This design comes from an exercise in tuning for small area and a short achievable clock period on the open sky130 flow, not from production work. In this exercise RTL edits were held to simulation tests only and were not proved equivalent to the original. No activity file was given, so power comes from the tool's default toggle rates.

==> flow/design.v, too long to show whole: its modules and the start of the top module <==
// module pid_controller: 1200 lines
// module pid_fa: 4 lines
// module pid_pg: 4 lines
// module pid_carry16: 24 lines
// module pid_bpp: 3 lines
// module pid_ha: 4 lines
// module top: 23 lines
module top (
  input  logic        clk,
  input  logic        rst_n,
  input  logic [15:0] setpoint,
  input  logic [15:0] feedback,
  input  logic [15:0] Kp,
  input  logic [15:0] Ki,
  input  logic [15:0] Kd,
  input  logic [15:0] clk_prescaler,
  output logic [15:0] control_signal
);
  // ...
==> flow/flow/run.sh <==
#!/bin/bash
# The standard layout, with the port buffers made of plain buf_1 cells
# instead of the delay buffers buffer_ports picks on its own, and a larger
# setup margin for timing repair.
set -euo pipefail
export BUFFER_PORTS_ARGS="-buffer_cell sky130_fd_sc_hd__buf_1"
bash standard.sh SETUP_SLACK_MARGIN=6.5 finish > standard.log 2>&1
==> flow/standard.sh <==
#!/bin/bash
# synth_recipe.tcl (not shown) runs the flow's synth.tcl, then flattens the netlist and writes it again
# the make line also repeats each setting of config.mk as NAME=value (left out here)
make -C /OpenROAD-flow-scripts/flow DESIGN_CONFIG=/design/flow/config.mk WORK_HOME=/design/flow/orfs CLKGATE_MAP_FILE= SYNTH_SCRIPT=/design/flow/synth_recipe.tcl "${@:-finish}"
==> flow/config.mk <==
export PLATFORM = sky130hd
export DESIGN_NAME = top
export DESIGN_NICKNAME = top
export VERILOG_FILES = /design/flow/design.v
export SDC_FILE = /design/flow/constraint.sdc
export NUM_CORES = 4
export LEC_CHECK = 0
export CAP_MARGIN = 20
export CORE_MARGIN = 2
export CORE_UTILIZATION = 40
export SETUP_SLACK_MARGIN = 5
export SLEW_MARGIN = 20
export SYNTH_HIERARCHICAL = 1
export SYNTH_MINIMUM_KEEP_SIZE = 0
==> flow/constraint.sdc <==
create_clock -name core_clock -period 12.5 [get_ports {clk}]
set_input_delay 2.5000 -clock core_clock [delete_from_list [all_inputs] [get_ports {clk}]]
set_output_delay 2.5000 -clock core_clock [all_outputs]
set_load 0.01 [all_outputs]
==> results by group, run 1 <==
Status
  – Status: complete, no violations

Drt
  – DR top layer: met4
  – Wirelength per Cell: between 20 and 25 um
  – Via density per instance: between 5 and 6
  – WL met1: roughly 19000 um
  – Total Wirelength: around 44000 um
  – Met3 wire len: about 2400 um

Global route
  – Most used routing layer: met2

Pwr
  – P_seq: roughly 0.7 mW
  – Sequential Power Share: between 10% and 20%
  – Clock share of power: a little under a tenth
  – Leakage: 8.15 nW

Setup path
  – Reg-to-reg endpoint: u_dut.C3[14]$_DFF_PN0_
  – CP max stage delay: roughly 540 ps
  – Critical Path, Cell by Cell: buf_6, ha_4, a21o_1, a21oi_4, nand2_2, a21o_4, a21o_1, xnor2_2, inv_2, ha_4, nor2_4, buf_12, buf_16, xnor2_2, a22o_1, fa_1, fa_2, fa_2
  – Crit path kind: in -> reg
  – Worst setup path end: u_dut.I2[11]$_DFF_PN0_

Layout
  – Layout Cells excl Fill: 2048
  – N_diodes: 0
  – Most frequent cells in the layout: 216 x a22o_1, 208 x xnor2_1, 194 x fa_1
  – Commonest non-fill, non-tap cell in the layout: a22o_1
  – FF/Latch Area: about 0.0029 mm^2
  – Final core occ: about 50%

Yosys
  – Cell variety after synth: 38
  – Top-count cell post-synth: xnor2_1
  – Share of the synthesized area in the top cell type: between 20% and 30%
  – Largest area contributor in the netlist: fa_1
  – Synth Area in XOR/XNOR: between 15 and 20%
  – Syn Inst Count: approximately 1300
  – Synth Flop Type: dfrtp_1
  – Yosys warnings: 10
  – Average size of a mapped cell: around 11 um^2

Place
  – I/O Buffers: approximately 110

Die
  – N_taps: roughly 510
  – Die height: 199 um
  – Die ar.: between 0.03 and 0.04 mm^2
  – I/O pin cnt: between 100 and 150

STA
  – Final setup margin: ~6500 ps
  – Fin Clk Skew: about 16 ps
  – Final-report setup violation count: 0

Run
  – Max_cap viols: 0

Clock network
  – Post-CTS Resized: 71
  – CTS tree: yes

Worst hold path
  – Hold crit path type: reg -> reg
==> inputs of run 2 (changes only) <==
--- a/flow/config.mk
+++ b/flow/config.mk
@@ -8,5 +8,5 @@
 export CAP_MARGIN = 20
 export CORE_MARGIN = 2
-export CORE_UTILIZATION = 40
+export CORE_UTILIZATION = 30
 export SETUP_SLACK_MARGIN = 5
 export SLEW_MARGIN = 20
==> results by group, run 2 <==
Status
  – Status: complete, no violations (unchanged)

Yosys
  – Largest cells by area after synthesis: fa_1 30%, dfrtp_1 19%, xnor2_1 14% (unchanged)
  – Area of the mapped netlist: 0.0152 mm^2 (unchanged)
  – Register area share after synthesis: 18.9% (unchanged)
  – Top-count cell post-synth: xnor2_1 (unchanged)
  – Share of the synthesized area in the top cell type: 29.7% (unchanged)
  – Largest area contributor in the netlist: fa_1 (unchanged)
  – Syn Inst Count: 1344 (unchanged)
  – Yosys reg bits: 115 (unchanged)
  – Commonest cells post-synth: 242 x xnor2_1, 226 x fa_1, 216 x a22o_1 (unchanged)
  – Average size of a mapped cell: 11.3 um^2 (unchanged)
  – Post-synth ARST share: 100% (unchanged)
  – Cell variety after synth: 38 (unchanged)
  – Post-synth EDFFs: 0 (unchanged)
  – Synth Flop Type: dfrtp_1 (unchanged)
  – Yosys warnings: 10 (unchanged)

STA
  – RSZ-0062 raised after global routing: true (unchanged)
  – Pins Over Slew Limit: 0 (unchanged)
  – Setup tns final: 0 ps (unchanged)
  – Hold Vio Cnt, Final: 0 (unchanged)
  – Achievable Freq: 0.164 GHz (was 0.166 GHz)
  – Slew margin rel.: 25.7% (was 25.1%)
  – Period utilization: 48.8% (was 48.1%)
  – Fin Clk Skew: 16.2 ps (was 16.0 ps)
  – Least-Margin Pin Slew: 1110 ps (was 1120 ps)
  – Fin crit period: 6110 ps (was 6010 ps)
  – Final-report setup violation count: 0 (unchanged)

Worst hold path
  – Hold path endpoint: u_dut.clk_divider[0]$_DFF_PN0_ (unchanged)
  – Hold crit path type: reg -> reg (unchanged)
  – Hold path startpoint: u_dut.clk_divider[0]$_DFF_PN0_ (unchanged)
  – Hold Path Cell Cnt: 1 (unchanged)

Setup path
  – Critical Path RT: 12800 ps (was 12870 ps)
  – Largest fanout on the critical path: 5 (unchanged)
  – CP max stage delay: 480 ps (was 540 ps)
  – Worst reg-to-reg setup slack: 6450 ps (was 6550 ps)
  – Reg2reg start: u_dut.prev[9]$_DFFE_PN0P_ (was u_dut.smp$_DFF_PN0_)
  – Worst setup EP type: register (unchanged)
  – Worst Setup Start Kind: primary input (unchanged)
  – Crit path kind: in -> reg (unchanged)
  – Slowest CP cell: fa_1 (was fa_2)
  – Critical Path, Cell by Cell: buf_1, inv_2, ha_4, a21o_4, nand4_1, buf_4, a21oi_4, o2111ai_4, a32oi_2, xnor2_2, inv_1, ha_2, nor2_4, fa_1, fa_2, fa_2, fa_1 (was buf_6, ha_4, a21o_1, a21oi_4, nand2_2, a21o_4, a21o_1, xnor2_2, inv_2, ha_4, nor2_4, buf_12, buf_16, xnor2_2, a22o_1, fa_1, fa_2, fa_2)
  – CP arrival: 6410 ps (was 6390 ps)
  – Reg-to-reg endpoint: u_dut.C3[14]$_DFF_PN0_ (unchanged)
  – Worst Reg-to-Reg Cells: 13 (was 11)

Drt
  – DRT antenna net count: 0 (unchanged)
  – Wirelength per Cell: 20.7 um (was 21.3 um)
  – Total Wirelength: 45800 um (was 43600 um)
  – Initial DRC count: 807 (was 945)
  – DRC Markers: 0 (unchanged)
  – Pre-antenna DRT Iters: 6 (was 5)
  – Via density per instance: 5.13 (was 5.47)
  – DR vias: 11400 (was 11200)

Global route
  – Vias in the first global route: 11900 (was 11500)
  – Maximum number of pins on one net before global-route repair: 69 (unchanged)
  – Initial antenna violation count: 0 (unchanged)
  – GRT Total Usage: 17.5% (was 22.8%)
  – First-pass GRT wire length: 70600 um (was 67500 um)
  – Grt total ovfl: 0 (unchanged)

Die
  – Die ar.: 0.0526 mm^2 (was 0.0397 mm^2)
  – I/O pin cnt: 114 (unchanged)
  – Site Rows: 82 (was 71)
  – Core area: 0.0502 mm^2 (was 0.0376 mm^2)
  – Die height: 229 um (was 199 um)
  – DIE WIDTH: 229 um (was 199 um)
  – Starting Density: 30.4% (was 40.6%)

Pwr
  – PwrDens: 288 mW/mm^2 (was 287 mW/mm^2)
  – Sequential Power Share: 13.1% (was 13.4%)
  – P_sw: 2.63 mW (was 2.55 mW)
  – Clock share of power: 9.0% (was 9.2%)
  – Switching part of the total: 49.1% (was 48.3%)
  – Power, Total: 5.35 mW (was 5.27 mW)
  – Internal power: 2.72 mW (was 2.73 mW)
  – IR Drop Worst-Case VDD: 162 uV (was 157 uV)
  – Leakage: 8.13 nW (was 8.15 nW)
  – Logic pwr share: 77.9% (was 77.4%)

Layout
  – Layout Cells excl Fill: 2214 (was 2048)
  – Nets: 1931 (was 1926)
  – Fraction of layout cells with a size suffix above 1: 19.0% (was 19.4%)
  – Area delta synth->final: 21.6% (was 20.3%)
  – Most frequent cells in the layout: 216 x a22o_1, 213 x xnor2_1, 195 x fa_1 (was 216 x a22o_1, 208 x xnor2_1, 194 x fa_1)
  – N_diodes: 0 (unchanged)
  – Commonest non-fill, non-tap cell in the layout: a22o_1 (unchanged)

Clock network
  – CTS buffer count: 17 (unchanged)
  – Clk buf depth: 2 (unchanged)
  – Root Driver: clkbuf_16 (unchanged)
  – Clk slew on worst S/H paths: 60 ps (was 70 ps)
  – Clk sinks: 115 (unchanged)
  – Worst-Skew Late Latency: 440 ps (about the same)
  – CTS HTree Levels: 4 (unchanged)
  – CTS tree: yes (unchanged)

Place
  – GP Congestion: 0.839 (was 0.878)
  – I/O Buffers: 113 (unchanged)
  – Detail Placement HPWL: 34500 um (was 32800 um)
  – Placed cells: 2118 (was 1957)

Run
  – Max_cap viols: 0 (unchanged)
[run 2: cells by family after synthesis]
family / after synthesis / share of synthesized area, %
adder cells (fa/ha/maj): 304 / 36.1
buffers and inverters: 106 / 3.12
other: 2 / 0.0493
flip-flops: 115 / 18.9
AO/OA/AOI/OAI: 320 / 17.0
XOR/XNOR: 281 / 16.2
AND/OR/NAND/NOR: 177 / 5.81
multiplexers: 39 / 2.88
[run 2: power groups by stage]
stage	clock, mW	sequential (mW)	combinational (mW)
2_1_floorplan	0	0.668	2.71
3_3_place_gp	0	0.712	3.84
3_5_place_dp	0	0.712	3.95
4_1_cts	0.487	0.707	4.15
5_1_grt	0.506	0.722	4.64
6_report	0.481	0.701	4.16
[run 2: timing repair]
item | 4_1_cts | 5_1_grt
pin swaps | 45 | 32
setup buffers | 53 | 6
gates cloned | 4 | 1
hold buffers | 0 | 0
resized for setup | 76 | 54
endpoints found under the setup margin | 64 | 39
[run 2: through the flow]
stage	util [%]	cell area (um^2)	hold slack (ps)	setup slack, ps
after detailed placement	33.2	16700	476	5160
after global routing	37.0	18500	531	6260
after floorplan	-	15500	449	6200
after global placement	33.2	16700	467	5270
after CTS	36.3	18200	484	6400
final	37.0	18500	481	6390
[run 2: metal layers]
layer | global-route usage (%) | part of all wire, % | up-vias
met5 | 0 | 0 | -
met4 | 5.26 | 2.8 | 0
met3 | 3.13 | 6.5 | 76
met2 | 30.6 | 51 | 450
met1 | 22.0 | 40 | 5772
li1 | - | - | 5059
[run 2: layout make-up]
class,count,area [um^2]
fillers,4916,31600
flip-flops and latches,115,2880
well taps,672,841
clock inverters,15,140
multi-input cells,1129,12600
inverters,70,265
repair buffers,196,1340
clock buffers,17,425
[run 2: modules after synthesis (local to each module, per instance), a selection]
module	flops+latches	cells
pid_bpp	0	1
pid_carry16	0	44
pid_controller	115	720
pid_fa	0	1
pid_ha	0	1
pid_pg	0	1
[run 2: worst max-delay path: cells and delay by family]
kind	cells	cell delay (ps)
XOR/XNOR	1	160
AND/OR/NAND/NOR	2	310
AO/OA/AOI/OAI	4	770
adder cells (fa/ha/maj)	6	2260
buffers and inverters	4	420
[run 2: worst max path at each step]
stage / cells after the start / end / start / slack [ps]
finish: 17 / u_dut.I2[15]$_DFF_PN0_ / feedback[0] / 6390
global route: 19 / u_dut.I2[15]$_DFF_PN0_ / feedback[0] / 6260
CTS: 18 / u_dut.I2[15]$_DFF_PN0_ / feedback[0] / 6400
detailed placement: 17 / u_dut.I2[15]$_DFF_PN0_ / feedback[5] / 5160
global placement: 17 / u_dut.I2[15]$_DFF_PN0_ / feedback[5] / 5270
floorplan: 15 / u_dut.I1[9]$_DFF_PN0_ / setpoint[2] / 6200
==> inputs of run 3 (changes only) <==
--- a/flow/config.mk
+++ b/flow/config.mk
@@ -8,5 +8,7 @@
 export CAP_MARGIN = 20
 export CORE_MARGIN = 2
-export CORE_UTILIZATION = 30
+export CORE_UTILIZATION = 40
+export CTS_BUF_LIST = sky130_fd_sc_hd__clkbuf_4 sky130_fd_sc_hd__clkbuf_8
+export CTS_CLUSTER_SIZE = 40
 export SETUP_SLACK_MARGIN = 5
 export SLEW_MARGIN = 20
==> results by group, run 3 <==
Status
  – Status: complete, no violations (unchanged)

Clock network
  – CTS HTree Levels: 4 (unchanged)
  – Hold_buf cts: 0 (unchanged)
  – CTS buffer count: 17 (unchanged)
  – CTS tree: yes (unchanged)
  – Root Driver: clkbuf_8 (was clkbuf_16)
  – Worst-Skew Late Latency: 480 ps (was 440 ps)
  – Clk slew on worst S/H paths: 100 ps (was 60 ps)
  – Clk sinks: 115 (unchanged)
  – Clk buf depth: 2 (unchanged)

Global route
  – Initial antenna violation count: 0 (unchanged)
  – First-pass GRT wire length: 67100 um (was 70600 um)
  – Grt total ovfl: 0 (unchanged)
  – Maximum number of pins on one net before global-route repair: 69 (unchanged)
  – Vias in the first global route: 11500 (was 11900)
  – GRT Total Usage: 22.6% (was 17.5%)

Die
  – Die height: 199 um (was 229 um)
  – Site Rows: 71 (was 82)
  – DIE WIDTH: 199 um (was 229 um)
  – Core area: 0.0376 mm^2 (was 0.0502 mm^2)
  – I/O pin cnt: 114 (unchanged)
  – Starting Density: 40.6% (was 30.4%)
  – Die ar.: 0.0397 mm^2 (was 0.0526 mm^2)

STA
  – Final-report setup violation count: 0 (unchanged)
  – Fin crit period: 6050 ps (was 6110 ps)
  – Final setup margin: 6450 ps (was 6390 ps)
  – Period utilization: 48.4% (was 48.8%)
  – Fin Clk Skew: 24.4 ps (was 16.2 ps)
  – Hold Vio Cnt, Final: 0 (unchanged)
  – Slew margin rel.: 24.9% (was 25.7%)
  – Pins Over Slew Limit: 0 (unchanged)
  – Achievable Freq: 0.165 GHz (was 0.164 GHz)
  – RSZ-0062 raised after global routing: true (unchanged)
  – Least-Margin Pin Slew: 1120 ps (was 1110 ps)
  – Setup tns final: 0 ps (unchanged)

Setup path
  – Critical Path RT: 12850 ps (was 12800 ps)
  – CP arrival: 6410 ps (about the same)
  – Largest fanout on the critical path: 5 (unchanged)
  – Crit path kind: in -> reg (unchanged)
  – Worst Setup Start Kind: primary input (unchanged)
  – Worst reg-to-reg setup slack: 6630 ps (was 6450 ps)
  – Worst setup EP type: register (unchanged)

Yosys
  – Top-count cell post-synth: xnor2_1 (unchanged)
  – Synth Flop Type: dfrtp_1 (unchanged)
  – Post-synth EDFFs: 0 (unchanged)
  – Register area share after synthesis: 18.9% (unchanged)
  – Yosys reg bits: 115 (unchanged)
  – Commonest cells post-synth: 242 x xnor2_1, 226 x fa_1, 216 x a22o_1 (unchanged)
  – Yosys warnings: 10 (unchanged)
  – Largest cells by area after synthesis: fa_1 30%, dfrtp_1 19%, xnor2_1 14% (unchanged)
  – Syn Inst Count: 1344 (unchanged)
  – Post-synth ARST share: 100% (unchanged)
  – Share of the synthesized area in the top cell type: 29.7% (unchanged)
  – Largest area contributor in the netlist: fa_1 (unchanged)
  – Cell variety after synth: 38 (unchanged)
  – Average size of a mapped cell: 11.3 um^2 (unchanged)
  – Area of the mapped netlist: 0.0152 mm^2 (unchanged)

Pwr
  – Leakage: 8.07 nW (was 8.13 nW)
  – IR Drop Worst-Case VDD: 161 uV (was 162 uV)
  – PwrDens: 282 mW/mm^2 (was 288 mW/mm^2)
  – Power, Total: 5.12 mW (was 5.35 mW)

Place
  – Pre-CTS setup slack: 5310 ps (was 5160 ps)
  – I/O Buffers: 113 (unchanged)
  – Detail Placement HPWL: 32800 um (was 34500 um)
  – Placed Area: 0.0165 mm^2 (was 0.0167 mm^2)
  – GP Congestion: 0.878 (was 0.839)

Drt
  – Initial DRC count: 908 (was 807)
  – DR vias: 11300 (was 11400)
  – Total Wirelength: 43600 um (was 45800 um)
  – DRT antenna net count: 0 (unchanged)
  – DRC Markers: 0 (unchanged)
  – Pre-antenna DRT Iters: 7 (was 6)
  – Via density per instance: 5.50 (was 5.13)
  – Wirelength per Cell: 21.3 um (was 20.7 um)

Layout
  – N_diodes: 0 (unchanged)
  – Nets: 1924 (was 1931)
  – Fill cells: 3470 (was 4916)
  – Area delta synth->final: 19.1% (was 21.6%)
  – Most frequent cells in the layout: 216 x a22o_1, 210 x xnor2_1, 198 x fa_1 (was 216 x a22o_1, 213 x xnor2_1, 195 x fa_1)
  – Commonest non-fill, non-tap cell in the layout: a22o_1 (unchanged)
  – Final instance area: 0.0182 mm^2 (was 0.0185 mm^2)
  – Fraction of layout cells with a size suffix above 1: 18.8% (was 19.0%)

Run
  – Max_cap viols: 0 (unchanged)

Worst hold path
  – Hold crit path type: reg -> reg (unchanged)
-- run 3: cell counts after synthesis --
Identical to the previous run, type by type.
-- run 3: layout make-up --
class                           instances  area [um^2]  area share, %
Multi-Input combinational cell       1128        12700           70.0
Sequential cell                       115         2880           15.9
Timing Repair Buffer                  190         1290           7.11
Tap cell                              511          639           3.52
Inverter                               70          265           1.46
Clock buffer                           18          248           1.36
Clock inverter                         14          128          0.703
-- run 3: worst max-delay path: stages --
cell,delay (ps)
clkbuf_2,100
ha_4,240
a21o_4,200
nand4_1,170
nand2_2,110
a21o_4,250
a31o_1,210
xnor2_2,220
inv_2,100
ha_4,180
nor2_4,190
buf_12,170
fa_1,440
fa_2,380
fa_1,530
fa_1,400
-- run 3: Yosys stat by module (local to each module, per instance), excerpt --
| module | flip-flops and latches | copies in the design | cell area, um^2 | cells |
|---|---|---|---|---|
| pid_bpp | 0 | 216 | 8.76 | 1 |
| pid_carry16 | 0 | 3 | 272 | 44 |
| pid_pg | 0 | 48 | 12.5 | 1 |
| pid_ha | 0 | 2 | 12.5 | 1 |
| pid_controller | 115 | 1 | 7390 | 720 |
| pid_fa | 0 | 226 | 20.0 | 1 |
-- run 3: metrics by stage --
| step | cells | util, % | hold slack [ps] |
|---|---|---|---|
| after floorplan | 1348 | - | 449 |
| after global placement | 1957 | 43.8 | 466 |
| after detailed placement | 1957 | 43.8 | 471 |
| after CTS | 2020 | 46.5 | 487 |
| after global routing | 2046 | 48.3 | 519 |
| final | 2046 | 48.3 | 481 |
-- run 3: path summary, 6_finish.rpt --
check | from | end | cells after the start
worst max-delay path | setpoint[0] | u_dut.I1[9]$_DFF_PN0_ | 16
worst min-delay path | u_dut.clk_divider[0]$_DFF_PN0_ | u_dut.clk_divider[0]$_DFF_PN0_ | 1
worst max register to register | u_dut.prev[9]$_DFFE_PN0P_ | u_dut.C3[15]$_DFF_PN0_ | 13
worst min register to register | u_dut.clk_divider[0]$_DFF_PN0_ | u_dut.clk_divider[0]$_DFF_PN0_ | 1
max in group asynchronous | rst_n | u_dut.prev[7]$_DFFE_PN0P_ | 2
min in group asynchronous | rst_n | u_dut.clk_divider[0]$_DFF_PN0_ | 1
-- run 3: repair_timing --
action,4_1_cts,5_1_grt
endpoints found under the setup margin,50,38
setup buffers,28,24
pin swaps,23,63
hold endpoints to repair,0,0
gates cloned,3,2
resized for setup,55,76
-- run 3: cells by family (layout without fill, tap and decap cells) --
logic type,count (synthesis),in the layout,share of synthesized area [%]
xor+xnor,281,281,16.2
compound gates,320,320,17.0
simple gates,177,178,5.81
buf+inv,106,292,3.12
other cells,2,6,0.0493
flops,115,115,18.9
mux,39,39,2.88
fa+ha+maj,304,304,36.1
-- run 3: per-layer routing --
metal | up-vias | track usage [%] | share of wire (%)
li1 | 5040 | - | -
met1 | 5744 | 30.7 | 42
met2 | 405 | 37.7 | 49
met3 | 74 | 2.99 | 6.1
met4 | 0 | 6.47 | 3.0
met5 | - | 0 | 0
-- run 3: report_power, final --
part | switching [mW] | internal (mW)
Combinational | 2.21 | 1.85
Clock | 0.189 | 0.164
Sequential | 0.117 | 0.588
Total | 2.52 | 2.60

## port drivers added, routing unchanged
Ports are ideal in the flow. The routed layouts listed here were re-timed in OpenROAD.
Step 1 (the two cells are an assumption about what drives the block):
set clk [get_ports {clk}]
set_driving_cell -lib_cell sky130_fd_sc_hd__clkbuf_16 $clk
set_driving_cell -lib_cell sky130_fd_sc_hd__buf_2 [delete_from_list [all_inputs] $clk]
Step 2, shift: input delay + t, output delay - t, t = (earliest + latest rising clock arrival at the registers) / 2. This alone moves slack from input paths to output paths.
Slacks: no drivers / after step 1 / after step 2; pairs: no drivers / after step 1.
run | t, ns | slack for setup (ns) | hold WS [ns] | clock arrival spread, ns
run 1 | 0.485 | 6.486 / 6.505 / 6.020 | 0.477 / 0.477 / 0.477 | 0.016 / 0.017
run 2 | 0.478 | 6.394 / 6.421 / 5.943 | 0.481 / 0.481 / 0.481 | 0.016 / 0.016
run 3 | 0.514 | 6.445 / 6.469 / 5.955 | 0.481 / 0.481 / 0.481 | 0.024 / 0.025
After both steps every run listed still meets setup and hold. The setup slack of run 3, which loses most, moves by +0.024 ns with the drivers and by -0.490 ns with both steps.
